Context: an optimization exercise on an open-source flow, tuned for a short achievable clock period and few clock cycles. The choices shown serve that exercise and are no tape-out recipe.
At most, simulation tests tie the RTL to the original design; equivalence was not proved.
The RTL of runs 1, 2 and 5 to 7 was laid out without a check of its function.
Power figures rest on the tool's default switching activity, not on a simulated workload.

<file path="design/flow/design.v">
module pcinc(input  [15:0] pc,
             output [15:0] pc2,
             output [10:0] hip, him);
  assign pc2 = pc + 16'd2;
  assign hip = pc[15:5] + 11'd1;
  assign him = pc[15:5] - 11'd1;
endmodule
module cmux #(parameter WIDTH = 11)
             (input              s,
              input  [WIDTH-1:0] d1, d0,
              output [WIDTH-1:0] y);
  assign y = s ? d1 : d0;
endmodule
module nsel #(parameter WIDTH = 11)
             (input              pt, c,
              input  [WIDTH-1:0] t1, t0, n,
              output [WIDTH-1:0] y);
  assign y = pt ? (c ? t1 : t0) : n;
endmodule
module bpred(input  [3:0] op,
             input        i11, i4,
             input  [2:0] rs,
             input  [7:0] rdo,
             input  [7:1] xk,
             input        xz,
             output       pt);
  wire fbr = (op[3:2] == 2'b10);
  wire fps = fbr & (i4 | op[0] | (~op[1] & i11));
  wire zc  = fbr & op[1] & (i11 | (rs == 3'd0));
  wire hx  = zc & |({xk, 1'b1} & rdo);           
  assign pt = hx ? (op[0] ^ (xz | rdo[0])) : fps;
endmodule
module ao4 #(parameter WIDTH = 16)
            (input              s0, s1, s2, s3,
             input  [WIDTH-1:0] d0, d1, d2, d3,
             output [WIDTH-1:0] y);
  assign y = ({WIDTH{s0}} & d0) | ({WIDTH{s1}} & d1) | ({WIDTH{s2}} & d2) | ({WIDTH{s3}} & d3);
endmodule
module fdec(input  [3:0] op,
            output       sj, sr, sb, ss);
  assign sj = op[3] & op[2] & ~op[1];
  assign sr = op[3] & op[2] & op[1] & ~op[0];
  assign sb = op[3] & ~op[2];
  assign ss = ~op[3] | (op[3] & op[2] & op[1] & op[0]);
endmodule
module kslvl #(parameter WIDTH = 16, parameter DIST = 1)
              (input  [WIDTH-1:0] gi, pi,
               output [WIDTH-1:0] go, po);
  genvar k;
  generate
    for (k = 0; k < WIDTH; k = k + 1) begin : bitk
      if (k >= DIST) begin : comb
        assign go[k] = gi[k] | (pi[k] & gi[k-DIST]);
        assign po[k] = pi[k] & pi[k-DIST];
      end else begin : pass
        assign go[k] = gi[k];
        assign po[k] = pi[k];
      end
    end
  endgenerate
endmodule
module ksadd(input  [15:0] a, b,
             input         cin,
             output [15:0] s);
  wire [15:0] p = a ^ b;
  wire [15:0] g0 = (a & b) | {15'd0, p[0] & cin};
  wire [15:0] g1, p1, g2, p2, g3, p3, g4, p4;
  kslvl #(16, 1) l1(g0, p, g1, p1);
  kslvl #(16, 2) l2(g1, p1, g2, p2);
  kslvl #(16, 4) l3(g2, p2, g3, p3);
  kslvl #(16, 8) l4(g3, p3, g4, p4);
  assign s = p ^ {g4[14:0], cin};
endmodule
module kscarry(input  [15:0] a, b,
               input         cin,
               output        cout);
  wire [15:0] p = a ^ b;
  wire [15:0] g0 = (a & b) | {15'd0, p[0] & cin};
  wire [15:0] g1, p1, g2, p2, g3, p3, g4, p4;
  kslvl #(16, 1) l1(g0, p, g1, p1);
  kslvl #(16, 2) l2(g1, p1, g2, p2);
  kslvl #(16, 4) l3(g2, p2, g3, p3);
  kslvl #(16, 8) l4(g3, p3, g4, p4);
  assign cout = g4[15];
endmodule
module misl(input  eq, lt, m2, m1, m0, rw,
            output mis);
  assign mis = (eq & m2) | (~eq & (lt ? m1 : m0)) | rw;
endmodule
module dec8(input  [2:0] a,
            output [7:0] y);
  assign y = 8'd1 << a;
endmodule
module ksadd5(input  [4:0] a, b,
              output [4:0] s,
              output       co);
  wire [4:0] p = a ^ b;
  wire [4:0] g0 = a & b;
  wire [4:0] g1, p1, g2, p2, g3, p3;
  kslvl #(5, 1) l1(g0, p, g1, p1);
  kslvl #(5, 2) l2(g1, p1, g2, p2);
  kslvl #(5, 4) l3(g2, p2, g3, p3);
  assign s  = p ^ {g3[3:0], 1'b0};
  assign co = g3[4];
endmodule
module cpu(input         clk, reset,
           input  [15:0] dataout, instruction,
           output        MemRd, MemWr,
           output [15:0] datain, instrAddr, dataAddr);
  reg [15:0] pc;           
  reg [15:0] ras;          
  reg        xv;           
  reg [7:1]  xao, xbo;     
  reg [7:0]  xsa, xsb;     
  reg [2:0]  xd;           
  reg        xwe;          
  reg        xand, xcall, xsub;  
  reg        ximm;         
  reg [15:0] xi;           
  reg        xld, xbyte, xsx, xst, xsv;
  reg [8:0]  xs9;          
  reg [2:0]  xtk;          
  reg        xbr;          
  reg        xret, xpt;    
  reg [15:0] xpc2, xbt;    
  reg [15:0] xrt;          
  reg        xla, xlb;     
  reg [15:0] mres, mdata;
  reg [15:0] maddr;        
  reg [7:1]  mwe;          
  reg [7:1]  mwl;          
  reg        mld, mbyte, msx, mwr;
  reg [15:0] r1, r2, r3, r4, r5, r6, r7;
  reg [15:0] xni;          
  reg        xzk;          
  wire [7:0]  xdo = 8'd1 << xd;
  wire [15:0] av = ({16{xsa[0]}} & mres) | ({16{xsa[1]}} & r1) | ({16{xsa[2]}} & r2) |
                   ({16{xsa[3]}} & r3)   | ({16{xsa[4]}} & r4) | ({16{xsa[5]}} & r5) |
                   ({16{xsa[6]}} & r6)   | ({16{xsa[7]}} & r7);
  wire [15:0] bv = ({16{xsb[0]}} & mres) | ({16{xsb[1]}} & r1) | ({16{xsb[2]}} & r2) |
                   ({16{xsb[3]}} & r3)   | ({16{xsb[4]}} & r4) | ({16{xsb[5]}} & r5) |
                   ({16{xsb[6]}} & r6)   | ({16{xsb[7]}} & r7);
  wire        st = xv & (xla | xlb);           
  wire        go = xv & ~st;                   
  wire [15:0] bop = ximm ? xi : bv;
  wire [15:0] sum, dif;
  ksadd adda(av, bop, 1'b0, sum);
  ksadd adds(av, ~bv, 1'b1, dif);
  wire [15:0] res = xcall ? xpc2 : xand ? (av & bop) : xsub ? dif : sum;
  wire        eq = (av == bv);
  wire        nlt;
  kscarry cmpc({~av[15], av[14:0]}, {bv[15], ~bv[14:0]}, 1'b1, nlt);
  wire        lt = ~nlt;
  wire [2:0]  xm  = {3{xbr}} & (xtk ^ {3{xpt}});    
  wire [2:0]  gm  = {3{go}} & xm;
  wire        mis, mis2;    
  wire        rw = go & xret & (av != xrt);
  misl ml(eq, lt, gm[2], gm[1], gm[0], rw, mis);
  misl ml2(eq, lt, gm[2], gm[1], gm[0], rw, mis2);
  wire [15:0] redir = xret ? av : xpt ? xpc2 : xbt;
  wire [7:0]  xe  = {r7 == xni, r6 == xni, r5 == xni, r4 == xni, r3 == xni, r2 == xni, r1 == xni,
                     mres == xni};
  wire        xz  = |(xsa & xe);
  wire [15:0] i  = instruction;
  wire [3:0]  op = i[15:12];
  wire [15:0] pc2;
  wire [10:0] hip, him;
  pcinc pci(pc, pc2, hip, him);
  wire [5:0]  lo;
  ksadd5 loa(pc[4:0], i[4:0], lo[4:0], lo[5]);
  wire        c5 = lo[5];    
  wire [15:0] jt = {pc2[15:13], i[11:0], 1'b0};
  wire fbr  = (op[3:2] == 2'b10);
  wire fj   = (op[3:1] == 3'b110);
  wire fret = (op == 4'd14);
  wire fpt, fpt2;    
  wire [7:0] rdo;
  dec8 rdd(i[10:8], rdo);
  bpred bp(op, i[11], i[4], i[7:5], rdo, xwd & {7{xzk}}, xz, fpt);
  bpred bp2(op, i[11], i[4], i[7:5], rdo, xwd & {7{xzk}}, xz, fpt2);
  wire [10:0] bt1 = i[4] ? pc[15:5] : hip;
  wire [10:0] bt0 = i[4] ? him : pc[15:5];
  wire [10:0] bth;
  cmux #(11) btm(c5, bt1, bt0, bth);
  wire [15:0] bt = {bth, lo[4:0]};
  wire        sj, sr, sb, ss;
  fdec fd0(op, sj, sr, sb, ss);
  wire [15:0] p1, p0, pn, t1, t0, tn, fn, pcd;
  ao4 #(16) a1(sj, sr, ss, sb, jt, ras, pc2, {bt1, lo[4:0]}, p1);    
  ao4 #(16) a0(sj, sr, ss, sb, jt, ras, pc2, {bt0, lo[4:0]}, p0);    
  ao4 #(16) an(sj, sr, ss, sb, jt, ras, pc2, pc2, pn);               
  cmux #(16) k1(st, pc, p1, t1);
  cmux #(16) k0(st, pc, p0, t0);
  cmux #(16) kn(st, pc, pn, tn);
  nsel #(8) pcmh(fpt, c5, t1[15:8], t0[15:8], tn[15:8], fn[15:8]);
  nsel #(8) pcml(fpt2, c5, t1[7:0], t0[7:0], tn[7:0], fn[7:0]);
  cmux #(8) kmh(mis, redir[15:8], fn[15:8], pcd[15:8]);
  cmux #(8) kml(mis2, redir[7:0], fn[7:0], pcd[7:0]);
  reg [2:0] ftk;
  always @(*)
    case (op[1:0])
      2'd0: ftk = 3'b110;    
      2'd1: ftk = 3'b101;    
      2'd2: ftk = 3'b100;    
      default: ftk = 3'b011;  
    endcase
  wire fR    = ~op[3] & ~op[2] & ~(op[1] & op[0]);           
  wire fA75  = (~op[3] & (op[2] | (op[1] & op[0]))) | (fbr & ~i[11]);
  wire fA7   = fret;
  wire fA119 = (op == 4'd15);
  wire fB108 = (op == 4'd7) | fbr;
  wire [7:0] d86  = 8'd1 << i[8:6];
  wire [7:0] d75  = 8'd1 << i[7:5];
  wire [7:0] d119 = 8'd1 << i[11:9];
  wire [7:0] d53  = 8'd1 << i[5:3];
  wire [7:0] d108 = 8'd1 << i[10:8];
  wire [7:0] fao = ({8{fR}} & d86) | ({8{fA75}} & d75) | ({8{fA119}} & d119) | ({8{fA7}} & 8'h80);
  wire [7:0] fbo = ({8{fR}} & d53) | ({8{fB108}} & d108);
  wire [7:1] xwd = {7{xv & xwe}} & xdo[7:1];
  wire       xw  = xv & xwe;
  wire       e86 = (i[8:6] == xd), e75 = (i[7:5] == xd), e119 = (i[11:9] == xd);
  wire       e53 = (i[5:3] == xd), e108 = (i[10:8] == xd), e7 = (xd == 3'd7);
  wire       ffa = xw & ((fR & e86) | (fA75 & e75) | (fA119 & e119) | (fA7 & e7));
  wire       ffb = xw & ((fR & e53) | (fB108 & e108));
  wire [2:0] fd  = fR ? i[11:9] : (op == 4'd13) ? 3'd7 : i[10:8];
  wire       fwe = (fR | (~op[3] & (op[2] ^ (op[1] & op[0]))) | (op == 4'd13)) & (fd != 3'd0);
  wire       fimm = ~fR;
  wire       fld  = (op == 4'd5) | (op == 4'd6);
  wire       fst  = (op == 4'd7) | (op == 4'd15);
  wire       fsv  = (op == 4'd15);
  wire       fand = (op == 4'd0) | (op == 4'd4);
  wire       fsub = (op == 4'd2);
  wire [15:0] fi  = (op == 4'd15) ? 16'd0 : {{11{i[4] & (op != 4'd4)}}, i[4:0]};
  always @(posedge clk or posedge reset)
    if (reset) begin
      pc <= 16'd0;
      xv <= 1'b0;
    end else begin
      pc <= pcd;
      xv <= ~mis;       
    end
  always @(posedge clk)
    if (!st && op == 4'd13) ras <= pc2;
  always @(posedge clk)
    if (st) begin
      xsa <= {xao, 1'b0}; xsb <= {xbo, 1'b0}; xla <= 1'b0; xlb <= 1'b0;
    end else begin
      xao <= fao[7:1]; xbo <= fbo[7:1];
      xsa <= {fao[7:1] & ~xwd, ffa};
      xsb <= {fbo[7:1] & ~xwd, ffb};
      xla <= ffa & xld; xlb <= ffb & xld;
      xd <= fd; xwe <= fwe; xand <= fand; xsub <= fsub; xcall <= (op == 4'd13);
      ximm <= fimm; xi <= fi;
      xld <= fld; xbyte <= (op == 4'd6); xsx <= i[11]; xst <= fst; xsv <= fsv;
      xs9 <= i[8:0];
      xtk <= ftk; xbr <= fbr;
      xret <= fret; xpt <= fpt;
      xzk <= (op == 4'd3);
      xpc2 <= pc2; xbt <= bt; xrt <= ras;
    end
  always @(posedge clk or posedge reset)
    if (reset) begin
      mwe <= 7'd0; mld <= 1'b0; mwr <= 1'b0; mwl <= 7'd0;
    end else begin
      mwe <= (go & xwe) ? xdo[7:1] : 7'd0; mld <= go & xld; mwr <= go & xst;
      mwl <= (go & xwe & xld) ? xdo[7:1] : 7'd0;
    end
  always @(posedge clk)
    xni <= 16'd0 - fi;
  always @(posedge clk) begin
    mres  <= res;
    maddr <= sum;
    mdata <= xsv ? {{7{xs9[8]}}, xs9} : bv;
    mbyte <= xbyte;
    msx   <= xsx;
  end
  wire [15:0] ldv = mbyte ? {{8{msx & dataout[7]}}, dataout[7:0]} : dataout;
  always @(posedge clk) begin
    if (mwe[1]) r1 <= mwl[1] ? ldv : mres;
    if (mwe[2]) r2 <= mwl[2] ? ldv : mres;
    if (mwe[3]) r3 <= mwl[3] ? ldv : mres;
    if (mwe[4]) r4 <= mwl[4] ? ldv : mres;
    if (mwe[5]) r5 <= mwl[5] ? ldv : mres;
    if (mwe[6]) r6 <= mwl[6] ? ldv : mres;
    if (mwe[7]) r7 <= mwl[7] ? ldv : mres;
  end
  assign instrAddr = pc;
  assign dataAddr  = maddr;
  assign datain    = mdata;
  assign MemRd     = mld;
  assign MemWr     = mwr;
endmodule
</file>
<file path="design/flow/flow/run.sh">
#!/bin/bash
# Own flow: the standard layout, with two changes to how it is made (the clock period
# and constraints are unchanged):
#  - the port buffers that buffer_ports inserts are plain buffers (buf_2), not whatever cell
#    it picks by default (a delay cell on this platform);
#  - repair_timing aims for more setup slack than the default.
set -euo pipefail
bash standard.sh SETUP_SLACK_MARGIN=9.2 'BUFFER_PORTS_ARGS=-buffer_cell sky130_fd_sc_hd__buf_2' finish > flow_standard.log 2>&1
</file>
<file path="design/flow/standard.sh">
#!/bin/bash
# synth_recipe.tcl (not shown) runs the flow's synth.tcl, then flattens the netlist and writes it again
# the make line also repeats each setting of config.mk as NAME=value (left out here)
make -C /OpenROAD-flow-scripts/flow DESIGN_CONFIG=/design/flow/config.mk WORK_HOME=/design/flow/orfs CLKGATE_MAP_FILE= SYNTH_SCRIPT=/design/flow/synth_recipe.tcl "${@:-finish}"
</file>
<file path="design/flow/config.mk">
export PLATFORM = sky130hd
export DESIGN_NAME = cpu
export DESIGN_NICKNAME = cpu
export VERILOG_FILES = /design/flow/design.v
export SDC_FILE = /design/flow/constraint.sdc
export NUM_CORES = 4
export LEC_CHECK = 0
export CAP_MARGIN = 20
export CORE_MARGIN = 2
export CORE_UTILIZATION = 55
export PLACE_DENSITY = 0.7
export SLEW_MARGIN = 20
export SYNTH_HIERARCHICAL = 1
</file>
<file path="design/flow/constraint.sdc">
create_clock -name core_clock -period 13.0 [get_ports {clk}]
set_input_delay 2.6000 -clock core_clock [delete_from_list [all_inputs] [get_ports {clk}]]
set_output_delay 2.6000 -clock core_clock [all_outputs]
set_load 0.01 [all_outputs]
</file>
==> flow_metrics.py, run 1 <==
metrics = {
    "status": {
        "status": "complete, no violations",
    },
    "detailed_routing": {
        "drt_iter0_markers": 2500,
        "drt-vias-per-instance": 6.65,
        "vias": 18700,
        "drtPass1Iterations": 6,
        "drc": 0,
        "routedWlPerCell_um": 28.3,
        "postRouteAntennaNets": 0,
        "drt_wl_total_um": 79500,
    },
    "global_route": {
        "overflow": 0,
        "grt_pass1_wl_um": 116000,
        "grt_pass1_vias": 18200,
        "grt_max_degree": 57,
        "antenna_found_initial": 1,
        "grt_util_all_layers_pct": 35.2,
    },
    "place": {
        "gp_congestion": 1.01,
        "post-place-ws_ps": 7740,
        "port_buffers": 83,
        "dpl.hpwl_um": 51600,
        "place_area_um2": 23300,
        "dp_cells": 2667,
    },
    "final_layout": {
        "drive_above_1_share_pct": 25.2,
        "fin_util_pct": 61.7,
        "final_nets": 2338,
        "fillCellCount": 3391,
        "n_antenna_cell": 0,
        "postLayoutCellArea_um2": 25900,
        "finalNonFillerCells": 2808,
        "syn2layout_area_growth_pct": 10.8,
    },
    "setup_path": {
        "cp-start-kind": "input port",
        "cp_data_arrival_time_ps": 4500,
        "crit_type": "input port to flop",
        "cp.required_ps": 13460,
        "regToRegSetupSlack_ps": 9110,
        "end_kind": "flop",
        "r2r-start": "xsb[4]",
        "cp_max_fo": 9,
        "r2r_end": "pc[12]",
        "r2r_cells": 14,
    },
    "synth": {
        "syn_area_um2": 23400,
        "ys_warn_count": 7,
        "synth_cells": 2226,
        "syn_avg_cell_area_um2": 10.5,
    },
    "power": {
        "leakage_nw": 10.4,
        "worst_ir_drop_vdd_v": 0.000135,
        "p_per_area_nw_per_um2": 192,
    },
    "clock_tree": {
        "cts_buffer_depth": 3,
        "clk_latency_ps": 580,
        "numCtsBuffers": 40,
        "ctsHtreeMaxLevel": 2,
        "cts_tree": "yes",
        "cts.sinks": 340,
        "cts_root_buf": "clkbuf_16",
        "clkTransAtPathRegs_ps": 60,
    },
    "hold_path": {
        "hold_start": "xbyte",
        "hold_depth": 0,
        "hold_end": "mbyte",
        "hp-class": "flop to flop",
    },
    "timing": {
        "maxSlewHeadroom_pct": 22.5,
        "period_share_pct": 31.1,
        "rsz0062_at_grt": "yes",
        "slew_viol_final": 0,
        "fmax_mhz": 247,
        "tns_ps": 0,
        "setup_viol": 0,
        "finalCriticalPeriod_ps": 4040,
        "hold_viol": 0,
        "fin_ws_ps": 8960,
        "tightest_slew_ps": 1160,
        "clock-skew-final_ps": 28.8,
    },
    "die": {
        "die-height_um": 210,
        "num_rows": 75,
        "die-area_um2": 44200,
        "io_pins": 84,
        "dieWidth_um": 210,
        "core_area_um2": 41900,
        "start_util_pct": 55.7,
    },
    "job": {
        "cap_viol_max_count": 0,
    },
}
## per-stage QoR
stage / hold WS (ps) / total power, W
2_1_floorplan: 323 / 0.00312
3_3_place_gp: 328 / 0.00349
3_5_place_dp: 349 / 0.00355
4_1_cts: 363 / 0.00486
5_1_grt: 381 / 0.00517
6_report: 371 / 0.00497
## layer usage
layer	track usage, %	vias up	share of wire [%]
li1	-	8157	-
met1	46.0	9010	39
met2	54.2	1192	44
met3	7.45	304	11
met4	20.3	2	6.6
met5	0	-	0.014
## report_power, final
group | switching [W] | leakage (nW) | internal [W] | total, W
clock | 0.000470 | 0.643 | 0.000679 | 0.00115
combinational | 0.00112 | 6.48 | 0.00101 | 0.00213
sequential | 0.000259 | 3.32 | 0.00143 | 0.00169
## flip-flops by register name, indices dropped and copies added (netlist names), 9 cells and up
signal	count
xs9	9
xrt	16
mres	16
xbt	16
pc	16
r5	16
r6	16
maddr	16
r7	16
r3	16
xpc2	16
xni	14
mdata	16
r2	16
r4	16
ras	16
r1	16
## worst max-delay path by stage
stage	startpoint	slack, ps	end
2_1_floorplan	instruction[2]	8590	pc[4]
5_1_grt	instruction[3]	8900	pc[4]
6_report	instruction[3]	8960	pc[4]
3_5_place_dp	instruction[4]	7740	pc[15]
3_3_place_gp	instruction[4]	7810	pc[15]
4_1_cts	instruction[2]	9000	pc[3]
## placed cells by master, fill, tap and decap left out, drive strengths merged, types with 85 or more instances in the layout
cell / instances
nor2: 184
buf: 169
a21o: 114
nand2: 116
edfxtp: 225
xor2: 118
and2: 85
a22oi: 228
xnor2: 102
a21oi: 100
mux2: 166
## layout make-up
cell class,count,area (µm²),share of cell area (%)
multi-input cells,1631,12900,49.6
flip-flops and latches,340,9270,35.8
repair buffers,177,1590,6.15
clock buffers,60,1160,4.47
well taps,539,674,2.60
inverters,48,180,0.696
clock inverters,13,168,0.647
## worst max-delay path, stage by stage
cell and delay (ps):
buf_8 130, ha_4 250, a21o_1 170, a21o_1 180
xor2_2 170, a22oi_2 130, nand2_1 80, mux2_4 290
mux2i_4 160, a21oi_2 70, mux2_4 260
## timing repair
action,in CTS,in global routing
hold buffers,0,0
pin swaps,27,19
buffers inserted,49,9
resized for setup,113,27
endpoints found under the setup margin,58,39
gates cloned,7,3
==> run 2: changes to the inputs <==
--- a/design/flow/config.mk
+++ b/design/flow/config.mk
@@ -7,7 +7,7 @@
 export LEC_CHECK = 0
 export CAP_MARGIN = 20
 export CORE_MARGIN = 2
-export CORE_UTILIZATION = 55
-export PLACE_DENSITY = 0.7
+export CORE_UTILIZATION = 40
+export PLACE_DENSITY = 0.6
 export SLEW_MARGIN = 20
 export SYNTH_HIERARCHICAL = 1
==> run 2 against run 1 <==
  * Still clean
  * First-iteration DRC count shrank 13%
  * Power grew 0.16%
  * Critical path depth is the same
  * Setup slack lost 21 ps
  * Flip-flop and latch count is the same
  * Worst hold slack lost 23 ps
  * Wire length grew 3.8%
  * Via count shrank 1.3%
  * Clock-buffer cell count shrank 8
  * Critical endpoint is now pc[3]
  * Largest cell class unchanged
  * Largest power group unchanged
==> flow_metrics.py, run 2 <==
metrics = {
    "clock_tree": {
        "ctsHoldBuffers": 0,
        "cts.sinks": 340,
        "cts_root_buf": "clkbuf_16",
        "ctsHtreeMaxLevel": 2,
        "clkTransAtPathRegs_ps": 60,
        "cts_tree": "yes",
        "cts_buffer_depth": 3,
        "numCtsBuffers": 40,
        "clk_latency_ps": 590,
    },
    "setup_path": {
        "r2r-start": "xsb[6]",
        "cp_data_arrival_time_ps": 4520,
        "end_kind": "flop",
        "cp_max_fo": 4,
        "slowest_stage": "mux2_4",
        "path_cells": "buf_12 > ha_4 > a21o_1 > a21o_1 > xor2_2 > a22oi_1 > nand2_1 > mux2_4 > mux2i_1 > a21oi_1 > mux2_4",
        "cp.required_ps": 13450,
        "r2r_cells": 14,
        "regToRegSetupSlack_ps": 9130,
        "crit_type": "input port to flop",
        "cp-start-kind": "input port",
        "r2r_end": "pc[8]",
        "max_stage_delay_ps": 270,
    },
    "place": {
        "post-place-ws_ps": 7730,
        "dpl.hpwl_um": 54800,
        "port_buffers": 83,
        "gp_congestion": 0.951,
    },
    "global_route": {
        "grt_max_degree": 74,
        "grt_pass1_wl_um": 120000,
        "overflow": 0,
        "antenna_found_initial": 2,
        "grt_pass1_vias": 18200,
        "grt_util_all_layers_pct": 26.6,
    },
    "timing": {
        "finalCriticalPeriod_ps": 4060,
        "hold_slack_ps": 348,
        "fmax_mhz": 246,
        "tns_ps": 0,
        "rsz0062_at_grt": "yes",
        "maxSlewHeadroom_pct": 20.9,
        "slew_viol_final": 0,
        "setup_viol": 0,
        "clock-skew-final_ps": 36.9,
        "hold_viol": 0,
        "period_share_pct": 31.2,
        "fin_ws_ps": 8940,
        "tightest_slew_ps": 1190,
    },
    "power": {
        "p_int_w": 0.00312,
        "leakage_nw": 10.5,
        "swShare_pct": 37.2,
        "p_seq_share_pct": 33.8,
        "power_frac_comb_pct": 43.2,
        "p_per_area_nw_per_um2": 189,
        "clockPowerShare_pct": 22.9,
        "worst_ir_drop_vdd_v": 0.000135,
        "power_w": 0.00498,
        "p_switching_w": 0.00185,
    },
    "hold_path": {
        "hold_depth": 0,
        "hold_end": "mbyte",
        "hp-class": "flop to flop",
        "hold_start": "xbyte",
    },
    "final_layout": {
        "syn2layout_area_growth_pct": 12.4,
        "fillCellCount": 5463,
        "final_nets": 2339,
        "drive_above_1_share_pct": 25.4,
        "fin_util_pct": 45.5,
        "final_common_cell": "edfxtp_1",
        "final_cell_mix": "225 x edfxtp_1, 172 x nor2_1, 163 x a22oi_1, 114 x xor2_1, 113 x a21o_1",
    },
    "die": {
        "core_area_um2": 57700,
        "die-area_um2": 60400,
        "dieWidth_um": 246,
        "num_rows": 88,
        "die-height_um": 246,
        "io_pins": 84,
        "start_util_pct": 40.5,
    },
    "synth": {
        "syn_area_um2": 23400,
        "ys_warn_count": 7,
        "syn_avg_cell_area_um2": 10.5,
        "synth_cells": 2226,
    },
    "detailed_routing": {
        "vias": 18400,
        "drt_wl_total_um": 82600,
        "drt_iter0_markers": 2182,
        "routedWlPerCell_um": 27.2,
        "drtPass1Iterations": 7,
        "drt-vias-per-instance": 6.07,
        "drc": 0,
        "postRouteAntennaNets": 0,
    },
    "job": {
        "cap_viol_max_count": 0,
    },
    "status": {
        "status": "complete, no violations",
    },
}
## run 2: cell count changes in the layout (fill, tap and decap cells not counted), sizes merged
cell / change
bufinv: -1
buf: -2
clkbuf: -6
clkinv: +8
diode: +2
clkinvlp: -1
nor2: +1
## run 2: critical path: cells and delay by family
family | cells | cell delay (ps)
compound gates | 4 | 670
fa+ha+maj | 1 | 220
mux | 3 | 650
simple gates | 1 | 80
xor+xnor | 1 | 180
buf+inv | 1 | 100
## run 2: worst max-delay path by stage
| stage | start | endpoint |
|---|---|---|
| after floorplan | instruction[2] | pc[4] |
| after global placement | instruction[4] | pc[12] |
| after detailed placement | instruction[4] | pc[12] |
| after CTS | instruction[1] | pc[3] |
| after global routing | instruction[2] | pc[3] |
| final | instruction[2] | pc[3] |
## run 2: metrics by stage
stage	instances	instance area, µm²
2_1_floorplan	2230	23600
3_3_place_gp	2898	23700
3_5_place_dp	2899	23700
4_1_cts	3020	25900
5_1_grt	3034	26300
6_report	3035	26300
## run 2: layout make-up
type                            instances  area (µm²)  share of cell area, %
Multi-Input combinational cell       1632       12900                   49.2
Antenna cell                            2        5.00                 0.0190
Clock buffer                           52        1150                   4.38
Tap cell                              765         957                   3.64
Inverter                               48         180                  0.686
Sequential cell                       340        9260                   35.2
Clock inverter                         19         165                  0.629
Timing Repair Buffer                  177        1640                   6.23
## run 2: routing by layer
metal  global-route usage (%)  vias up  part of all wire (%)
met4                     12.1        0                   4.9
met5                        0        -                     0
met1                     35.2     9094                    41
met3                     4.09      204                   8.1
li1                         -     8154                     -
met2                     42.6      976                    46
## run 2: what timing repair did
item,CTS,global route
endpoints found under the setup margin,64,36
buffers inserted,43,8
gates resized for setup,122,29
gates cloned,7,5
pin swaps,30,18
## run 2: power groups by stage
stage	sequential (W)	clock (W)	combinational, W
detailed placement	0.00176	0	0.00180
CTS	0.00167	0.00116	0.00204
global placement	0.00175	0	0.00177
finish	0.00168	0.00114	0.00215
floorplan	0.00158	0	0.00154
global route	0.00170	0.00120	0.00231
==> run 3: changes to the inputs <==
--- a/design/flow/design.v
+++ b/design/flow/design.v
@@ -168,6 +168,8 @@
   pcinc pci(pc, pc2, hip, him);
   wire [5:0]  lo;
   ksadd5 loa(pc[4:0], i[4:0], lo[4:0], lo[5]);
+  wire [5:0]  lob;    
+  ksadd5 lob5(pc[4:0], i[4:0], lob[4:0], lob[5]);
   wire        c5 = lo[5];    
   wire [15:0] jt = {pc2[15:13], i[11:0], 1'b0};
   wire fbr  = (op[3:2] == 2'b10);
@@ -181,8 +183,8 @@
   wire [10:0] bt1 = i[4] ? pc[15:5] : hip;
   wire [10:0] bt0 = i[4] ? him : pc[15:5];
   wire [10:0] bth;
-  cmux #(11) btm(c5, bt1, bt0, bth);
-  wire [15:0] bt = {bth, lo[4:0]};
+  cmux #(11) btm(lob[5], bt1, bt0, bth);
+  wire [15:0] bt = {bth, lob[4:0]};
   wire        sj, sr, sb, ss;
   fdec fd0(op, sj, sr, sb, ss);
   wire [15:0] p1, p0, pn, t1, t0, tn, fn, pcd;
--- a/design/flow/config.mk
+++ b/design/flow/config.mk
@@ -7,7 +7,7 @@
 export LEC_CHECK = 0
 export CAP_MARGIN = 20
 export CORE_MARGIN = 2
-export CORE_UTILIZATION = 40
-export PLACE_DENSITY = 0.6
+export CORE_UTILIZATION = 65
+export PLACE_DENSITY = 0.8
 export SLEW_MARGIN = 20
 export SYNTH_HIERARCHICAL = 1
==> run 3 against run 2 <==
  * Still clean
  * Highest routed layer is now met5
  * Die area down 37%
  * Register-to-register slack lost 20 ps
  * Sequential share of layout area is 0.54 points higher
  * Largest power group unchanged
  * Flip-flop and latch count unchanged
==> flow_metrics.py, run 3 <==
metrics = {
    "setup_path": {
        "cp_data_arrival_time_ps": 4540,
        "cp-start-kind": "input port",
        "cp.required_ps": 13450,
        "r2r_cells": 14,
        "crit_type": "input port to flop",
        "cp_max_fo": 6,
        "end_kind": "flop",
        "r2r-start": "xsb[2]",
        "regToRegSetupSlack_ps": 9110,
        "r2r_end": "pc[5]",
    },
    "detailed_routing": {
        "drt_wl_total_um": 80100,
        "postRouteAntennaNets": 0,
        "routedWlPerCell_um": 29.2,
        "vias": 19300,
        "drt_iter0_markers": 2642,
        "drt-vias-per-instance": 7.04,
        "drc": 0,
        "drtPass1Iterations": 8,
    },
    "timing": {
        "setup_viol": 0,
        "rsz0062_at_grt": "yes",
        "slew_viol_final": 0,
        "finalCriticalPeriod_ps": 4090,
        "hold_viol": 0,
        "tightest_slew_ps": 1200,
        "period_share_pct": 31.5,
        "tns_ps": 0,
        "clock-skew-final_ps": 15.2,
        "maxSlewHeadroom_pct": 19.9,
        "fmax_mhz": 244,
    },
    "clock_tree": {
        "cts_root_buf": "clkbuf_16",
        "cts_buffer_depth": 3,
        "ctsHtreeMaxLevel": 2,
        "clkTransAtPathRegs_ps": 60,
        "numCtsBuffers": 38,
        "cts.sinks": 340,
        "cts_tree": "yes",
        "clk_latency_ps": 580,
    },
    "global_route": {
        "grt_pass1_vias": 18700,
        "overflow": 0,
        "grt_max_degree": 58,
        "grt_pass1_wl_um": 117000,
        "antenna_found_initial": 2,
        "grt_util_all_layers_pct": 41.5,
    },
    "place": {
        "dp_cells": 2611,
        "dpl.hpwl_um": 51500,
        "port_buffers": 83,
        "gp_congestion": 1.03,
    },
    "final_layout": {
        "syn2layout_area_growth_pct": 9.85,
        "multiInputGateArea_um2": 13100,
        "final_common_cell": "edfxtp_1",
        "seq_area_um2": 9280,
        "n_antenna_cell": 0,
        "final_cell_mix": "225 x edfxtp_1, 172 x nor2_1, 164 x a22oi_1, 120 x xor2_1, 120 x a21o_1",
        "fin_util_pct": 72.7,
        "drive_above_1_share_pct": 25.0,
        "fillCellCount": 2432,
        "final_nets": 2357,
        "finalNonFillerCells": 2741,
    },
    "hold_path": {
        "hold_depth": 0,
        "hold_start": "xsx",
        "hold_end": "msx",
        "hp-class": "flop to flop",
    },
    "power": {
        "worst_ir_drop_vdd_v": 0.000157,
        "p_switching_w": 0.00187,
        "p_per_area_nw_per_um2": 192,
        "clockPowerShare_pct": 22.4,
        "leakage_nw": 10.5,
        "p_int_w": 0.00311,
        "power_frac_comb_pct": 43.7,
        "p_seq_share_pct": 33.9,
        "swShare_pct": 37.5,
    },
    "synth": {
        "syn_area_um2": 23600,
        "ys_warn_count": 7,
        "syn_avg_cell_area_um2": 10.5,
        "synth_cells": 2255,
    },
    "die": {
        "die-area_um2": 37900,
        "num_rows": 69,
        "dieWidth_um": 195,
        "core_area_um2": 35700,
        "io_pins": 84,
        "start_util_pct": 66.2,
        "die-height_um": 195,
    },
    "status": {
        "status": "complete, no violations",
    },
    "job": {
        "cap_viol_max_count": 0,
    },
}
==> run 3: per-stage QoR <==
step | worst slack [ps] | area, µm² | total power [W] | hold WS, ps
floorplan | 8600 | 23900 | 0.00317 | 323
global placement | 7460 | 23500 | 0.00353 | 334
detailed placement | 7400 | 23500 | 0.00359 | 330
CTS | 9030 | 25600 | 0.00484 | 342
global route | 8870 | 25900 | 0.00516 | 358
finish | 8910 | 25900 | 0.00498 | 350
==> run 3: power by group through the flow <==
stage	logic, W	clock network [W]	registers (W)
detailed placement	0.00182	0	0.00177
floorplan	0.00160	0	0.00158
CTS	0.00206	0.00111	0.00167
finish	0.00218	0.00111	0.00169
global route	0.00231	0.00115	0.00170
global placement	0.00177	0	0.00176
==> run 3: final cells by class <==
class	instances	area share (%)
multi-input combinational	1654	50.5
sequential	340	35.8
timing repair buffer	170	5.91
clock buffer	49	4.10
tap	461	2.22
clock inverter	19	0.806
inverter	48	0.695
==> run 3: what timing repair did <==
item | 4_1_cts | 5_1_grt
gates cloned | 8 | 1
endpoints found under the setup margin | 61 | 34
pin swaps | 15 | 19
setup buffers | 36 | 17
hold buffers | 0 | 0
gates resized for setup | 107 | 30
==> run 3: worst max path at each step <==
stage / startpoint / end / cells after the start
finish: instruction[3] / pc[4] / 11
floorplan: instruction[2] / pc[4] / 11
CTS: instruction[2] / pc[3] / 11
detailed placement: instruction[4] / pc[15] / 8
global route: instruction[3] / pc[4] / 11
global placement: instruction[4] / pc[0] / 8
==> run 3: worst max-delay path, cell delays in order <==
cell and delay (ps):
buf_12 110, ha_4 250, a21o_1 160, a21o_1 190
xor2_2 190, a22oi_2 170, nand2_1 90, mux2_4 280
mux2i_2 160, a21oi_2 70, mux2_4 260
==> run 3: metal layers <==
metal,GRT usage [%],wire [µm]
met4,24.7,5390
met5,0,22
met2,64.1,35300
met3,9.35,9980
met1,53.5,29500
Testbench counts of run 3, summed over its fixed seeds: cycles 9,516.
==> run 4: changes to the inputs <==
--- a/design/flow/config.mk
+++ b/design/flow/config.mk
@@ -7,7 +7,7 @@
 export LEC_CHECK = 0
 export CAP_MARGIN = 20
 export CORE_MARGIN = 2
-export CORE_UTILIZATION = 65
-export PLACE_DENSITY = 0.8
+export CORE_UTILIZATION = 55
+export PLACE_DENSITY = 0.7
 export SLEW_MARGIN = 20
 export SYNTH_HIERARCHICAL = 1
==> run 4 against run 3 <==
  * Still clean
  * Critical path depth unchanged
  * Sequential power about the same
  * Power is 0.60% lower
  * Clock power barely moved
  * Wire length down 1.1%
  * Design area is 0.11% higher
  * Sequential share of layout area about the same
  * Non-clock buffer count fell by 4
  * Synthesized cell count unchanged
  * Setup slack improved by 78 ps
  * Clock-buffer cell count rose by 6
  * Via count decreased by 2.7%
  * Critical endpoint unchanged
  * Highest routed layer unchanged
==> flow_metrics.py, run 4 <==
metrics = {
    "place": {
        "gp_congestion": 0.992,
        "dpl.hpwl_um": 52300,
        "port_buffers": 83,
        "place_area_um2": 23600,
    },
    "detailed_routing": {
        "drtPass1Iterations": 6,
        "drt_wl_total_um": 79200,
        "drc": 0,
        "drt_iter0_markers": 2517,
        "drt-vias-per-instance": 6.67,
        "vias": 18800,
        "routedWlPerCell_um": 28.1,
        "postRouteAntennaNets": 0,
    },
    "die": {
        "io_pins": 84,
        "die-height_um": 211,
        "start_util_pct": 56.0,
        "die-area_um2": 44600,
        "num_rows": 75,
        "dieWidth_um": 211,
        "core_area_um2": 42100,
    },
    "clock_tree": {
        "clkTransAtPathRegs_ps": 60,
        "clk_latency_ps": 580,
        "cts_tree": "yes",
        "ctsHtreeMaxLevel": 2,
        "numCtsBuffers": 38,
        "cts_buffer_depth": 3,
        "cts.sinks": 340,
        "cts_root_buf": "clkbuf_16",
    },
    "hold_path": {
        "hp-class": "flop to flop",
        "hold_start": "xsx",
    },
    "setup_path": {
        "worst-path-buf-inv": 1,
        "cp-start-kind": "input port",
        "r2r-start": "xsb[5]",
        "crit_type": "input port to flop",
        "cp_data_arrival_time_ps": 4480,
        "slowest_stage": "mux2_4",
        "end_kind": "flop",
        "path_cells": "buf_4 > ha_4 > a21o_1 > a21o_1 > xor2_2 > a22oi_2 > nand2_1 > mux2_4 > mux2i_1 > a21oi_2 > mux2_4",
        "cp_max_fo": 7,
        "path_delay_family": "multiplexers",
        "max_stage_delay_ps": 260,
        "critPathLaunch": "instruction[0]",
        "regToRegSetupSlack_ps": 9080,
        "cp.required_ps": 13460,
    },
    "global_route": {
        "grt_max_degree": 71,
        "antenna_found_initial": 2,
        "overflow": 0,
        "grt_util_all_layers_pct": 35.3,
        "grt_pass1_wl_um": 117000,
        "grt_pass1_vias": 18000,
    },
    "status": {
        "status": "complete, no violations",
    },
    "timing": {
        "maxSlewHeadroom_pct": 21.8,
        "tightest_slew_ps": 1170,
        "period_share_pct": 30.9,
        "clock-skew-final_ps": 22.1,
        "setup_viol": 0,
        "tns_ps": 0,
        "finalCriticalPeriod_ps": 4020,
        "fmax_mhz": 249,
        "slew_viol_final": 0,
        "hold_viol": 0,
        "rsz0062_at_grt": "yes",
    },
    "job": {
        "cap_viol_max_count": 0,
    },
    "synth": {
        "syn_area_um2": 23600,
        "syn_avg_cell_area_um2": 10.5,
        "synth_cells": 2255,
        "ys_warn_count": 7,
    },
    "power": {
        "p_per_area_nw_per_um2": 191,
        "worst_ir_drop_vdd_v": 0.000133,
        "leakage_nw": 10.5,
    },
    "final_layout": {
        "fillCellCount": 3423,
        "final_common_cell": "edfxtp_1",
        "postLayoutCellArea_um2": 26000,
        "final_cell_mix": "225 x edfxtp_1, 172 x nor2_1, 164 x a22oi_1, 120 x xor2_1, 120 x a21o_1",
        "drive_above_1_share_pct": 24.7,
        "final_nets": 2351,
        "syn2layout_area_growth_pct": 9.97,
    },
}
## run 4: worst paths after layout
path                           to  depth (start not counted)
max                         pc[4]                         11
min                           msx                          0
max reg2reg                 pc[9]                         14
min reg2reg                   msx                          0
max in group asynchronous   pc[8]                          3
min in group asynchronous  mwe[6]                          3
## run 4: metal layers
metal / vias to the layer above / track usage (%) / wire length (µm)
met5: - / 0 / 11
met4: 2 / 16.4 / 3930
met3: 233 / 4.76 / 7830
met2: 1154 / 55.3 / 35600
met1: 9167 / 48.7 / 31900
li1: 8224 / - / -
## run 4: timing repair
| item | CTS | global route |
|---|---|---|
| hold endpoints to repair | 0 | 0 |
| resized for setup | 115 | 31 |
| gates cloned | 6 | 2 |
| pin swaps | 20 | 4 |
| hold buffers | 0 | 0 |
| buffers inserted | 40 | 6 |
| setup endpoints to repair | 62 | 37 |
## run 4: per-stage QoR
step / hold WS, ps / total power, W / instances / setup WS (ps) / utilization (%)
6_report: 349 / 0.00495 / 2816 / 8980 / 61.6
3_3_place_gp: 330 / 0.00355 / 2691 / 7460 / 55.9
2_1_floorplan: 323 / 0.00317 / 2259 / 8600 / -
3_5_place_dp: 332 / 0.00360 / 2691 / 7350 / 55.9
4_1_cts: 351 / 0.00488 / 2807 / 9050 / 61.1
5_1_grt: 368 / 0.00517 / 2816 / 8910 / 61.6
## run 4: area by class of cell
cell class,count,area [µm²],area share (%)
antenna,1,2.50,0.00964
sequential,340,9280,35.7
tap,539,674,2.60
timing repair buffer,166,1440,5.55
multi-input combinational,1652,13100,50.4
inverter,48,180,0.694
clock inverter,15,180,0.694
clock buffer,55,1130,4.35
## run 4: power by group
| part | leakage [nW] | switching, W | internal, W |
|---|---|---|---|
| clock network | 0.638 | 0.000470 | 0.000671 |
| logic | 6.54 | 0.00113 | 0.00100 |
| registers | 3.33 | 0.000246 | 0.00143 |
==> run 5: changes to the inputs <==
--- a/design/flow/design.v
+++ b/design/flow/design.v
@@ -83,9 +83,10 @@
   kslvl #(16, 8) l4(g3, p3, g4, p4);
   assign cout = g4[15];
 endmodule
-module misl(input  eq, lt, m2, m1, m0, rw,
-            output mis);
+module misl(input  eq, lt, m2, m1, m0, rw, st,
+            output mis, sel);
   assign mis = (eq & m2) | (~eq & (lt ? m1 : m0)) | rw;
+  assign sel = (eq & m2) | (~eq & (lt ? m1 : m0)) | rw | st;
 endmodule
 module dec8(input  [2:0] a,
             output [7:0] y);
@@ -155,9 +156,10 @@
   wire [2:0]  gm  = {3{go}} & xm;
   wire        mis, mis2;    
   wire        rw = go & xret & (av != xrt);
-  misl ml(eq, lt, gm[2], gm[1], gm[0], rw, mis);
-  misl ml2(eq, lt, gm[2], gm[1], gm[0], rw, mis2);
-  wire [15:0] redir = xret ? av : xpt ? xpc2 : xbt;
+  wire        sel, sel2;
+  misl ml(eq, lt, gm[2], gm[1], gm[0], rw, st, mis, sel);
+  misl ml2(eq, lt, gm[2], gm[1], gm[0], rw, st, mis2, sel2);
+  wire [15:0] redir = st ? pc : xret ? av : xpt ? xpc2 : xbt;
   wire [7:0]  xe  = {r7 == xni, r6 == xni, r5 == xni, r4 == xni, r3 == xni, r2 == xni, r1 == xni,
                      mres == xni};
   wire        xz  = |(xsa & xe);
@@ -191,13 +193,13 @@
   ao4 #(16) a1(sj, sr, ss, sb, jt, ras, pc2, {bt1, lo[4:0]}, p1);    
   ao4 #(16) a0(sj, sr, ss, sb, jt, ras, pc2, {bt0, lo[4:0]}, p0);    
   ao4 #(16) an(sj, sr, ss, sb, jt, ras, pc2, pc2, pn);               
-  cmux #(16) k1(st, pc, p1, t1);
-  cmux #(16) k0(st, pc, p0, t0);
-  cmux #(16) kn(st, pc, pn, tn);
+  assign t1 = p1;
+  assign t0 = p0;
+  assign tn = pn;
   nsel #(8) pcmh(fpt, c5, t1[15:8], t0[15:8], tn[15:8], fn[15:8]);
   nsel #(8) pcml(fpt2, c5, t1[7:0], t0[7:0], tn[7:0], fn[7:0]);
-  cmux #(8) kmh(mis, redir[15:8], fn[15:8], pcd[15:8]);
-  cmux #(8) kml(mis2, redir[7:0], fn[7:0], pcd[7:0]);
+  cmux #(8) kmh(sel, redir[15:8], fn[15:8], pcd[15:8]);
+  cmux #(8) kml(sel2, redir[7:0], fn[7:0], pcd[7:0]);
   reg [2:0] ftk;
   always @(*)
     case (op[1:0])
==> run 5 against run 4 <==
  * Clock-buffer cell count down 6
  * Utilization up 0.095 points
  * Combinational power down 6%
  * Wire length down 4.0%
  * Critical endpoint unchanged
  * Maximum frequency up 0.50%
  * Clock skew up 2.9 ps
  * Via count down 1.7%
==> flow_metrics.py, run 5 <==
metrics = {
    "synth": {
        "synth_cells": 2246,
        "ys_warn_count": 7,
        "syn_avg_cell_area_um2": 10.2,
        "syn_area_um2": 23000,
    },
    "die": {
        "start_util_pct": 56.1,
        "die-height_um": 208,
        "io_pins": 84,
        "dieWidth_um": 208,
        "die-area_um2": 43500,
        "num_rows": 74,
        "core_area_um2": 41000,
    },
    "final_layout": {
        "final_cell_mix": "225 x edfxtp_1, 194 x nor2_1, 166 x a22oi_1, 122 x xnor2_1, 120 x a21o_1",
        "finalNonFillerCells": 2812,
        "n_antenna_cell": 0,
        "final_nets": 2355,
        "drive_above_1_share_pct": 22.9,
        "fillCellCount": 3342,
        "final_common_cell": "edfxtp_1",
        "syn2layout_area_growth_pct": 10.1,
    },
    "power": {
        "p_per_area_nw_per_um2": 189,
        "p_int_w": 0.00299,
        "power_w": 0.00479,
        "worst_ir_drop_vdd_v": 0.000132,
        "p_seq_share_pct": 35.2,
        "p_switching_w": 0.00180,
        "leakage_nw": 10.2,
        "swShare_pct": 37.6,
        "clockPowerShare_pct": 22.9,
        "power_frac_comb_pct": 41.9,
    },
    "clock_tree": {
        "ctsHtreeMaxLevel": 2,
        "cts_tree": "yes",
        "cts_root_buf": "clkbuf_16",
        "cts.sinks": 340,
        "clkTransAtPathRegs_ps": 60,
        "cts_buffer_depth": 3,
        "clk_latency_ps": 580,
        "numCtsBuffers": 39,
    },
    "detailed_routing": {
        "drt_iter0_markers": 2247,
        "drt_wl_total_um": 76000,
        "drt-vias-per-instance": 6.57,
        "drc": 0,
        "routedWlPerCell_um": 27.0,
        "postRouteAntennaNets": 0,
        "vias": 18500,
        "drtPass1Iterations": 6,
    },
    "hold_path": {
        "hp-class": "flop to flop",
    },
    "place": {
        "gp_congestion": 0.984,
        "dpl.hpwl_um": 50500,
        "dp_cells": 2673,
        "port_buffers": 83,
    },
    "timing": {
        "clock-skew-final_ps": 25.0,
        "period_share_pct": 30.7,
        "hold_viol": 0,
        "fmax_mhz": 250,
        "slew_viol_final": 0,
        "tns_ps": 0,
        "maxSlewHeadroom_pct": 27.1,
        "finalCriticalPeriod_ps": 4000,
        "tightest_slew_ps": 1090,
        "setup_viol": 0,
        "rsz0062_at_grt": "yes",
    },
    "setup_path": {
        "crit_type": "input port to flop",
        "cp_max_fo": 8,
        "cp-start-kind": "input port",
        "end_kind": "flop",
        "cp.required_ps": 13450,
        "cp_data_arrival_time_ps": 4440,
    },
    "global_route": {
        "antenna_found_initial": 0,
        "grt_util_all_layers_pct": 34.5,
        "grt_max_degree": 81,
        "grt_pass1_vias": 18000,
        "overflow": 0,
        "grt_pass1_wl_um": 113000,
    },
    "status": {
        "status": "complete, no violations",
    },
    "job": {
        "cap_viol_max_count": 0,
    },
}
[run 5: cell type report]
type                            instances  area, µm²  share of cell area [%]
Clock buffer                           49       1090                    4.29
Multi-Input combinational cell       1649      12500                    49.5
Clock inverter                         22        175                   0.692
Tap cell                              532        666                    2.63
Inverter                               48        180                   0.712
Timing Repair Buffer                  172       1420                    5.62
Sequential cell                       340       9260                    36.6
[run 5: timing repair]
item	in CTS	in global routing
pin swaps	17	10
endpoints found under the setup margin	82	45
gates cloned	8	0
hold buffers	0	0
buffers inserted	48	12
hold endpoints to repair	0	0
resized for setup	97	12
[run 5: power by group through the flow]
stage                     logic [W]  registers [W]  clock network [W]
after detailed placement    0.00174        0.00176                  0
after global placement      0.00170        0.00175                  0
after floorplan             0.00151        0.00157                  0
after CTS                   0.00196        0.00167            0.00111
after global routing        0.00217        0.00170            0.00114
final                       0.00201        0.00169            0.00110
[run 5: path summary, 6_finish.rpt]
check                               start     end  slack, ps  cells after the start
setup / recovery           instruction[8]   pc[4]       9000                     11
hold / removal                      xbyte   mbyte        350                      0
setup reg to reg                   xsa[1]  pc[14]       9200                     13
hold reg to reg                     xbyte   mbyte        350                      0
max in group asynchronous           reset  mwl[3]      10420                      3
min in group asynchronous           reset     mwr       2150                      3
[run 5: critical path: stages]
cell and delay [ps]:
buf_16 110, and3b_2 220, a22o_1 210, a221oi_2 200, a31oi_2 150, mux2i_4 250, buf_12 190, buf_6 120
nor2_4 70, a21oi_2 40, mux2_4 260
[run 5: stage by stage]
stage / hold WS (ps) / setup WS, ps / util [%] / instance area [µm²]
detailed placement: 335 / 7730 / 56.1 / 23000
global route: 353 / 8950 / 61.7 / 25300
CTS: 349 / 9040 / 61.4 / 25200
global placement: 327 / 7720 / 56.1 / 23000
floorplan: 323 / 8800 / - / 23200
finish: 347 / 9000 / 61.7 / 25300
[run 5: metal layers]
metal,wire length (µm),GRT usage [%],vias to the layer above
met5,0,0,-
met4,3610,17.0,0
met3,7450,6.94,248
met2,34900,54.8,1089
met1,30100,44.9,8940
li1,-,-,8192
==> run 6: changes to the inputs <==
--- a/design/flow/design.v
+++ b/design/flow/design.v
@@ -43,45 +43,53 @@
   assign sb = op[3] & ~op[2];
   assign ss = ~op[3] | (op[3] & op[2] & op[1] & op[0]);
 endmodule
-module kslvl #(parameter WIDTH = 16, parameter DIST = 1)
-              (input  [WIDTH-1:0] gi, pi,
-               output [WIDTH-1:0] go, po);
-  genvar k;
-  generate
-    for (k = 0; k < WIDTH; k = k + 1) begin : bitk
-      if (k >= DIST) begin : comb
-        assign go[k] = gi[k] | (pi[k] & gi[k-DIST]);
-        assign po[k] = pi[k] & pi[k-DIST];
-      end else begin : pass
-        assign go[k] = gi[k];
-        assign po[k] = pi[k];
-      end
-    end
-  endgenerate
-endmodule
 module ksadd(input  [15:0] a, b,
              input         cin,
              output [15:0] s);
   wire [15:0] p = a ^ b;
-  wire [15:0] g0 = (a & b) | {15'd0, p[0] & cin};
-  wire [15:0] g1, p1, g2, p2, g3, p3, g4, p4;
-  kslvl #(16, 1) l1(g0, p, g1, p1);
-  kslvl #(16, 2) l2(g1, p1, g2, p2);
-  kslvl #(16, 4) l3(g2, p2, g3, p3);
-  kslvl #(16, 8) l4(g3, p3, g4, p4);
-  assign s = p ^ {g4[14:0], cin};
+  wire [15:0] g [0:4];
+  wire [15:0] q [0:4];
+  assign g[0] = (a & b) | {15'd0, p[0] & cin};
+  assign q[0] = p;
+  genvar l, k;
+  generate
+    for (l = 0; l < 4; l = l + 1) begin : lvl
+      for (k = 0; k < 16; k = k + 1) begin : bitk
+        if (k >= (1 << l)) begin : comb
+          assign g[l+1][k] = g[l][k] | (q[l][k] & g[l][k - (1 << l)]);
+          assign q[l+1][k] = q[l][k] & q[l][k - (1 << l)];
+        end else begin : pass
+          assign g[l+1][k] = g[l][k];
+          assign q[l+1][k] = q[l][k];
+        end
+      end
+    end
+  endgenerate
+  assign s = p ^ {g[4][14:0], cin};
 endmodule
 module kscarry(input  [15:0] a, b,
                input         cin,
                output        cout);
   wire [15:0] p = a ^ b;
-  wire [15:0] g0 = (a & b) | {15'd0, p[0] & cin};
-  wire [15:0] g1, p1, g2, p2, g3, p3, g4, p4;
-  kslvl #(16, 1) l1(g0, p, g1, p1);
-  kslvl #(16, 2) l2(g1, p1, g2, p2);
-  kslvl #(16, 4) l3(g2, p2, g3, p3);
-  kslvl #(16, 8) l4(g3, p3, g4, p4);
-  assign cout = g4[15];
+  wire [15:0] g [0:4];
+  wire [15:0] q [0:4];
+  assign g[0] = (a & b) | {15'd0, p[0] & cin};
+  assign q[0] = p;
+  genvar l, k;
+  generate
+    for (l = 0; l < 4; l = l + 1) begin : lvl
+      for (k = 0; k < 16; k = k + 1) begin : bitk
+        if (k >= (1 << l)) begin : comb
+          assign g[l+1][k] = g[l][k] | (q[l][k] & g[l][k - (1 << l)]);
+          assign q[l+1][k] = q[l][k] & q[l][k - (1 << l)];
+        end else begin : pass
+          assign g[l+1][k] = g[l][k];
+          assign q[l+1][k] = q[l][k];
+        end
+      end
+    end
+  endgenerate
+  assign cout = g[4][15];
 endmodule
 module misl(input  eq, lt, m2, m1, m0, rw, st,
             output mis, sel);
@@ -96,13 +104,26 @@
               output [4:0] s,
               output       co);
   wire [4:0] p = a ^ b;
-  wire [4:0] g0 = a & b;
-  wire [4:0] g1, p1, g2, p2, g3, p3;
-  kslvl #(5, 1) l1(g0, p, g1, p1);
-  kslvl #(5, 2) l2(g1, p1, g2, p2);
-  kslvl #(5, 4) l3(g2, p2, g3, p3);
-  assign s  = p ^ {g3[3:0], 1'b0};
-  assign co = g3[4];
+  wire [4:0] g [0:3];
+  wire [4:0] q [0:3];
+  assign g[0] = a & b;
+  assign q[0] = p;
+  genvar l, k;
+  generate
+    for (l = 0; l < 3; l = l + 1) begin : lvl
+      for (k = 0; k < 5; k = k + 1) begin : bitk
+        if (k >= (1 << l)) begin : comb
+          assign g[l+1][k] = g[l][k] | (q[l][k] & g[l][k - (1 << l)]);
+          assign q[l+1][k] = q[l][k] & q[l][k - (1 << l)];
+        end else begin : pass
+          assign g[l+1][k] = g[l][k];
+          assign q[l+1][k] = q[l][k];
+        end
+      end
+    end
+  endgenerate
+  assign s  = p ^ {g[3][3:0], 1'b0};
+  assign co = g[3][4];
 endmodule
 module cpu(input         clk, reset,
            input  [15:0] dataout, instruction,
==> run 6 against run 5 <==
  * Sequential power about the same
  * Design area about the same
  * Largest cell class unchanged
  * Area after synthesis decreased by 2.6%
  * Still clean on timing, DRC and antenna
  * Non-clock buffer count is 10 lower
==> flow_metrics.py, run 6 <==
metrics = {
    "global_route": {
        "overflow": 0,
        "antenna_found_initial": 1,
        "grt_pass1_vias": 17900,
        "grt_pass1_wl_um": 112000,
        "grt_max_degree": 58,
        "grt_util_all_layers_pct": 35.6,
    },
    "detailed_routing": {
        "drtPass1Iterations": 6,
        "drt_iter0_markers": 2552,
        "drt_wl_total_um": 75500,
        "postRouteAntennaNets": 0,
        "drt-vias-per-instance": 6.71,
        "drc": 0,
        "routedWlPerCell_um": 27.1,
        "vias": 18700,
    },
    "timing": {
        "rsz0062_at_grt": "yes",
        "hold_viol": 0,
        "period_share_pct": 30.5,
        "setup_viol": 0,
        "clock-skew-final_ps": 22.9,
        "fmax_mhz": 252,
        "maxSlewHeadroom_pct": 20.6,
        "finalCriticalPeriod_ps": 3960,
        "slew_viol_final": 0,
        "fin_ws_ps": 9040,
        "tightest_slew_ps": 1190,
        "tns_ps": 0,
    },
    "place": {
        "gp_congestion": 0.986,
        "port_buffers": 83,
        "post-place-ws_ps": 7700,
        "dpl.hpwl_um": 49400,
    },
    "die": {
        "die-area_um2": 42400,
        "io_pins": 84,
        "dieWidth_um": 206,
        "num_rows": 73,
        "start_util_pct": 56.0,
        "core_area_um2": 40000,
        "die-height_um": 206,
    },
    "clock_tree": {
        "cts_buffer_depth": 3,
        "numCtsBuffers": 39,
        "cts.sinks": 340,
        "ctsHoldBuffers": 0,
        "clk_latency_ps": 570,
        "cts_root_buf": "clkbuf_16",
        "ctsHtreeMaxLevel": 2,
        "cts_tree": "yes",
        "clkTransAtPathRegs_ps": 60,
    },
    "final_layout": {
        "drive_above_1_share_pct": 24.3,
        "final_nets": 2333,
        "syn2layout_area_growth_pct": 12.9,
        "n_antenna_cell": 0,
        "final_common_cell": "edfxtp_1",
        "fin_util_pct": 63.2,
        "final_cell_mix": "225 x edfxtp_1, 208 x nor2_1, 167 x a22oi_1, 143 x xnor2_1, 136 x nand2_1",
    },
    "setup_path": {
        "cp-start-kind": "input port",
        "cp_data_arrival_time_ps": 4410,
        "end_kind": "flop",
        "cp_max_fo": 8,
        "cp.required_ps": 13450,
        "crit_type": "input port to flop",
    },
    "synth": {
        "synth_cells": 2189,
        "syn_avg_cell_area_um2": 10.2,
        "ys_warn_count": 10,
        "syn_area_um2": 22400,
    },
    "status": {
        "status": "complete, no violations",
    },
    "job": {
        "cap_viol_max_count": 0,
    },
    "power": {
        "p_per_area_nw_per_um2": 193,
        "leakage_nw": 9.45,
        "worst_ir_drop_vdd_v": 0.000178,
    },
    "hold_path": {
        "hp-class": "flop to flop",
    },
}
-- run 6: cell type report --
cell class | instances | area [µm²]
Sequential cell | 340 | 9290
Clock buffer | 56 | 1180
Fill cell | 3186 | 14700
Tap cell | 525 | 657
Clock inverter | 15 | 168
Multi-Input combinational cell | 1619 | 12300
Timing Repair Buffer | 162 | 1410
Inverter | 64 | 240
-- run 6: through the flow --
stage / hold WS [ps] / total power [W] / cells / area (µm²)
after floorplan: 323 / 0.00300 / 2193 / 22600
after global placement: 329 / 0.00341 / 2648 / 22600
after detailed placement: 328 / 0.00346 / 2649 / 22700
after CTS: 342 / 0.00478 / 2769 / 25000
after global routing: 362 / 0.00510 / 2781 / 25300
final: 344 / 0.00488 / 2781 / 25300
-- run 6: final timing paths --
check | from | end | slack, ps | depth (start not counted)
worst max-delay path | instruction[8] | pc[2] | 9040 | 11
worst min register to register | xbyte | mbyte | 340 | 0
worst max register to register | mres[2] | mres[13] | 9160 | 13
worst min-delay path | xbyte | mbyte | 340 | 0
max in group asynchronous | reset | pc[7] | 10380 | 3
min in group asynchronous | reset | mld | 2180 | 3
-- run 6: metal layers --
metal	track usage, %	wire length [µm]
met2	55.4	33700
met4	18.6	4240
met3	5.92	7920
met5	0	0
met1	47.8	29600
-- run 6: what timing repair did --
action,4_1_cts,5_1_grt
endpoints found under the hold margin,0,0
resized for setup,120,38
cloned,10,0
endpoints found under the setup margin,76,30
pin swaps,20,12
setup buffers,39,11
-- run 6: worst max-delay path, cell delays in order --
cell	delay, ps
buf_16	110
and3b_2	220
a22o_1	220
a221oi_2	180
a31oi_1	150
mux2i_2	170
buf_4	180
buf_12	160
nor2_4	120
a21oi_2	40
mux2_4	260
-- run 6: report_power, final --
group,total [W],switching [W],leakage [nW],internal (W)
logic,0.00205,0.00112,5.47,0.000922
registers,0.00168,0.000251,3.32,0.00143
clock network,0.00115,0.000456,0.666,0.000695
total,0.00488,0.00183,9.45,0.00305
==> run 7: changes to the inputs <==
--- a/design/flow/design.v
+++ b/design/flow/design.v
@@ -91,10 +91,9 @@
   endgenerate
   assign cout = g[4][15];
 endmodule
-module misl(input  eq, lt, m2, m1, m0, rw, st,
-            output mis, sel);
+module misl(input  eq, lt, m2, m1, m0, rw,
+            output mis);
   assign mis = (eq & m2) | (~eq & (lt ? m1 : m0)) | rw;
-  assign sel = (eq & m2) | (~eq & (lt ? m1 : m0)) | rw | st;
 endmodule
 module dec8(input  [2:0] a,
             output [7:0] y);
@@ -177,10 +176,9 @@
   wire [2:0]  gm  = {3{go}} & xm;
   wire        mis, mis2;    
   wire        rw = go & xret & (av != xrt);
-  wire        sel, sel2;
-  misl ml(eq, lt, gm[2], gm[1], gm[0], rw, st, mis, sel);
-  misl ml2(eq, lt, gm[2], gm[1], gm[0], rw, st, mis2, sel2);
-  wire [15:0] redir = st ? pc : xret ? av : xpt ? xpc2 : xbt;
+  misl ml(eq, lt, gm[2], gm[1], gm[0], rw, mis);
+  misl ml2(eq, lt, gm[2], gm[1], gm[0], rw, mis2);
+  wire [15:0] redir = xret ? av : xpt ? xpc2 : xbt;
   wire [7:0]  xe  = {r7 == xni, r6 == xni, r5 == xni, r4 == xni, r3 == xni, r2 == xni, r1 == xni,
                      mres == xni};
   wire        xz  = |(xsa & xe);
@@ -214,13 +212,13 @@
   ao4 #(16) a1(sj, sr, ss, sb, jt, ras, pc2, {bt1, lo[4:0]}, p1);    
   ao4 #(16) a0(sj, sr, ss, sb, jt, ras, pc2, {bt0, lo[4:0]}, p0);    
   ao4 #(16) an(sj, sr, ss, sb, jt, ras, pc2, pc2, pn);               
-  assign t1 = p1;
-  assign t0 = p0;
-  assign tn = pn;
+  cmux #(16) k1(st, pc, p1, t1);
+  cmux #(16) k0(st, pc, p0, t0);
+  cmux #(16) kn(st, pc, pn, tn);
   nsel #(8) pcmh(fpt, c5, t1[15:8], t0[15:8], tn[15:8], fn[15:8]);
   nsel #(8) pcml(fpt2, c5, t1[7:0], t0[7:0], tn[7:0], fn[7:0]);
-  cmux #(8) kmh(sel, redir[15:8], fn[15:8], pcd[15:8]);
-  cmux #(8) kml(sel2, redir[7:0], fn[7:0], pcd[7:0]);
+  cmux #(8) kmh(mis, redir[15:8], fn[15:8], pcd[15:8]);
+  cmux #(8) kml(mis2, redir[7:0], fn[7:0], pcd[7:0]);
   reg [2:0] ftk;
   always @(*)
     case (op[1:0])
==> run 7 against run 6 <==
  * Area after synthesis rose by 2.8%
  * Register-to-register slack improved by 30 ps
  * Maximum frequency is 2.9% lower
  * Design area increased by 2.6%
  * Cell count is 1.3% higher
  * Clock skew increased by 2.8 ps
  * Global-route usage down 1.1 points
  * Clock-buffer cell count decreased by 3
  * Non-clock buffer count rose by 26
  * Clock power is 7% lower
==> flow_metrics.py, run 7 <==
metrics = {
    "final_layout": {
        "final_nets": 2361,
        "fin_util_pct": 63.1,
        "final_cell_mix": "225 x edfxtp_1, 191 x nor2_1, 163 x a22oi_1, 132 x nand2_1, 122 x xnor2_1",
        "drive_above_1_share_pct": 27.4,
        "n_antenna_cell": 0,
        "final_common_cell": "edfxtp_1",
    },
    "timing": {
        "fmax_mhz": 245,
        "maxSlewHeadroom_pct": 20.1,
        "hold_viol": 0,
        "period_share_pct": 31.4,
        "tns_ps": 0,
        "setup_viol": 0,
        "finalCriticalPeriod_ps": 4080,
        "hold_slack_ps": 338,
        "clock-skew-final_ps": 25.7,
        "rsz0062_at_grt": "yes",
        "tightest_slew_ps": 1200,
        "slew_viol_final": 0,
    },
    "global_route": {
        "grt_pass1_vias": 18000,
        "grt_util_all_layers_pct": 34.5,
        "grt_max_degree": 65,
        "overflow": 0,
    },
    "die": {
        "num_rows": 74,
        "die-height_um": 209,
        "die-area_um2": 43500,
        "dieWidth_um": 209,
        "core_area_um2": 41100,
        "io_pins": 84,
    },
    "power": {
        "p_seq_share_pct": 34.8,
        "leakage_nw": 9.85,
        "worst_ir_drop_vdd_v": 0.000194,
        "p_switching_w": 0.00185,
        "power_frac_comb_pct": 43.4,
        "p_int_w": 0.00304,
        "p_per_area_nw_per_um2": 188,
        "clockPowerShare_pct": 21.9,
        "swShare_pct": 37.8,
    },
    "clock_tree": {
        "ctsHtreeMaxLevel": 2,
        "numCtsBuffers": 38,
        "cts_buffer_depth": 3,
        "clk_latency_ps": 580,
        "clkTransAtPathRegs_ps": 60,
        "cts_root_buf": "clkbuf_16",
        "ctsHoldBuffers": 0,
        "cts_tree": "yes",
        "cts.sinks": 340,
    },
    "setup_path": {
        "max_stage_delay_ps": 330,
        "cp_data_arrival_time_ps": 4530,
        "slowest_stage": "fa_2",
        "crit_type": "input port to flop",
        "path_cells": "buf_12 > ha_4 > inv_2 > fa_2 > nand2b_4 > a21oi_4 > xor2_2 > a22oi_2 > nand2_1 > mux2_4 > mux2i_1 > a21oi_2 > mux2_4",
        "cp-start-kind": "input port",
        "cp_max_fo": 2,
    },
    "detailed_routing": {
        "drt-vias-per-instance": 6.71,
        "drt_iter0_markers": 2382,
        "vias": 18900,
        "postRouteAntennaNets": 0,
        "routedWlPerCell_um": 27.7,
        "drtPass1Iterations": 6,
        "drc": 0,
        "drt_wl_total_um": 78100,
    },
    "place": {
        "dpl.hpwl_um": 50600,
        "post-place-ws_ps": 7730,
        "gp_congestion": 0.972,
    },
    "synth": {
        "syn_area_um2": 23000,
        "ys_warn_count": 10,
        "syn_avg_cell_area_um2": 10.5,
        "synth_cells": 2198,
        "yosysMostFrequentCell": "edfxtp_1",
    },
    "hold_path": {
        "hp-class": "flop to flop",
    },
    "status": {
        "status": "complete, no violations",
    },
}
-- run 7: modules after synthesis (local to each module, per instance), excerpt --
module | flops+latches | cells inside | area (µm²) | copies in the design
bpred | 0 | 13 | 97.6 | 2
misl | 0 | 4 | 25.0 | 2
dec8 | 0 | 8 | 65.1 | 1
ksadd5 | 0 | 24 | 188 | 2
cpu | 340 | 1463 | 16800 | 1
kscarry | 0 | 42 | 335 | 1
pcinc | 0 | 95 | 657 | 1
fdec | 0 | 6 | 37.5 | 1
ksadd | 0 | 98 | 756 | 2
-- run 7: final timing paths --
| kind | from | endpoint | slack, ps | cells after the start |
|---|---|---|---|---|
| setup / recovery | instruction[0] | pc[4] | 8920 | 13 |
| min in group asynchronous | reset | mwe[6] | 2150 | 3 |
| setup reg to reg | mres[15] | pc[15] | 9190 | 9 |
| hold / removal | xsx | msx | 340 | 0 |
| hold reg to reg | xsx | msx | 340 | 0 |
| max in group asynchronous | reset | pc[8] | 10430 | 3 |
-- run 7: timing repair --
item,CTS,global route
cloned,4,4
gates resized for setup,123,72
pin swaps,26,33
setup buffers,43,30
endpoints found under the setup margin,66,52
-- run 7: per-layer routing --
metal / global-route usage (%) / up-vias / share of wire, %
met5: 0 / - / 0
met4: 21.2 / 0 / 6.5
met3: 6.16 / 291 / 10
met2: 52.9 / 1222 / 45
met1: 45.6 / 9153 / 39
li1: - / 8239 / -
-- run 7: logic make-up (layout without fill, tap and decap cells) --
logic type | Yosys count | after routing | synth area share (%)
and+or+nand+nor | 568 | 568 | 12.3
other | 2 | 6 | 0.0326
buffers and inverters | 240 | 322 | 6.51
muxes | 220 | 220 | 11.4
xor gates and xnor gates | 219 | 219 | 8.33
AOI/OAI and AO/OA | 536 | 536 | 17.2
adders and majority gates | 73 | 73 | 4.16
DFF | 340 | 340 | 40.1
-- run 7: critical path, delay by kind of cell --
family                     cells  cell delay [ps]
adders and majority gates      2              450
AOI/OAI and AO/OA              3              330
and+or+nand+nor                2              230
xor gates and xnor gates       1              100
buffers and inverters          2              110
muxes                          3              700
-- run 7: stage by stage --
stage                     instance area [µm²]  std cells  power (W)
after global placement                  23200       2664    0.00351
final                                   26000       2816    0.00488
after detailed placement                23200       2664    0.00356
after CTS                               25300       2781    0.00477
after global routing                    26000       2816    0.00511
after floorplan                         23300       2202    0.00309
-- run 7: final cells by class --
class	instances	area, µm²
clock buffers	53	1070
repair buffers	188	1630
clock inverters	17	143
well taps	532	666
multi-input cells	1622	12900
inverters	64	240
flip-flops and latches	340	9300
fillers	3290	15200
-- run 7: power groups by stage --
| stage | sequential (W) | clock [W] | combinational [W] |
|---|---|---|---|
| floorplan | 0.00158 | 0 | 0.00151 |
| global placement | 0.00177 | 0 | 0.00174 |
| detailed placement | 0.00178 | 0 | 0.00178 |
| CTS | 0.00169 | 0.00107 | 0.00200 |
| global route | 0.00171 | 0.00112 | 0.00228 |
| finish | 0.00170 | 0.00107 | 0.00212 |

Check on run 7: ideal ports give 8.921 ns setup slack; a clkbuf_16 on the clock port and buf_2 on the inputs give 8.894 ns; moving port delays by the midpoint clock arrival (0.625 ns) as well gives 8.269 ns.
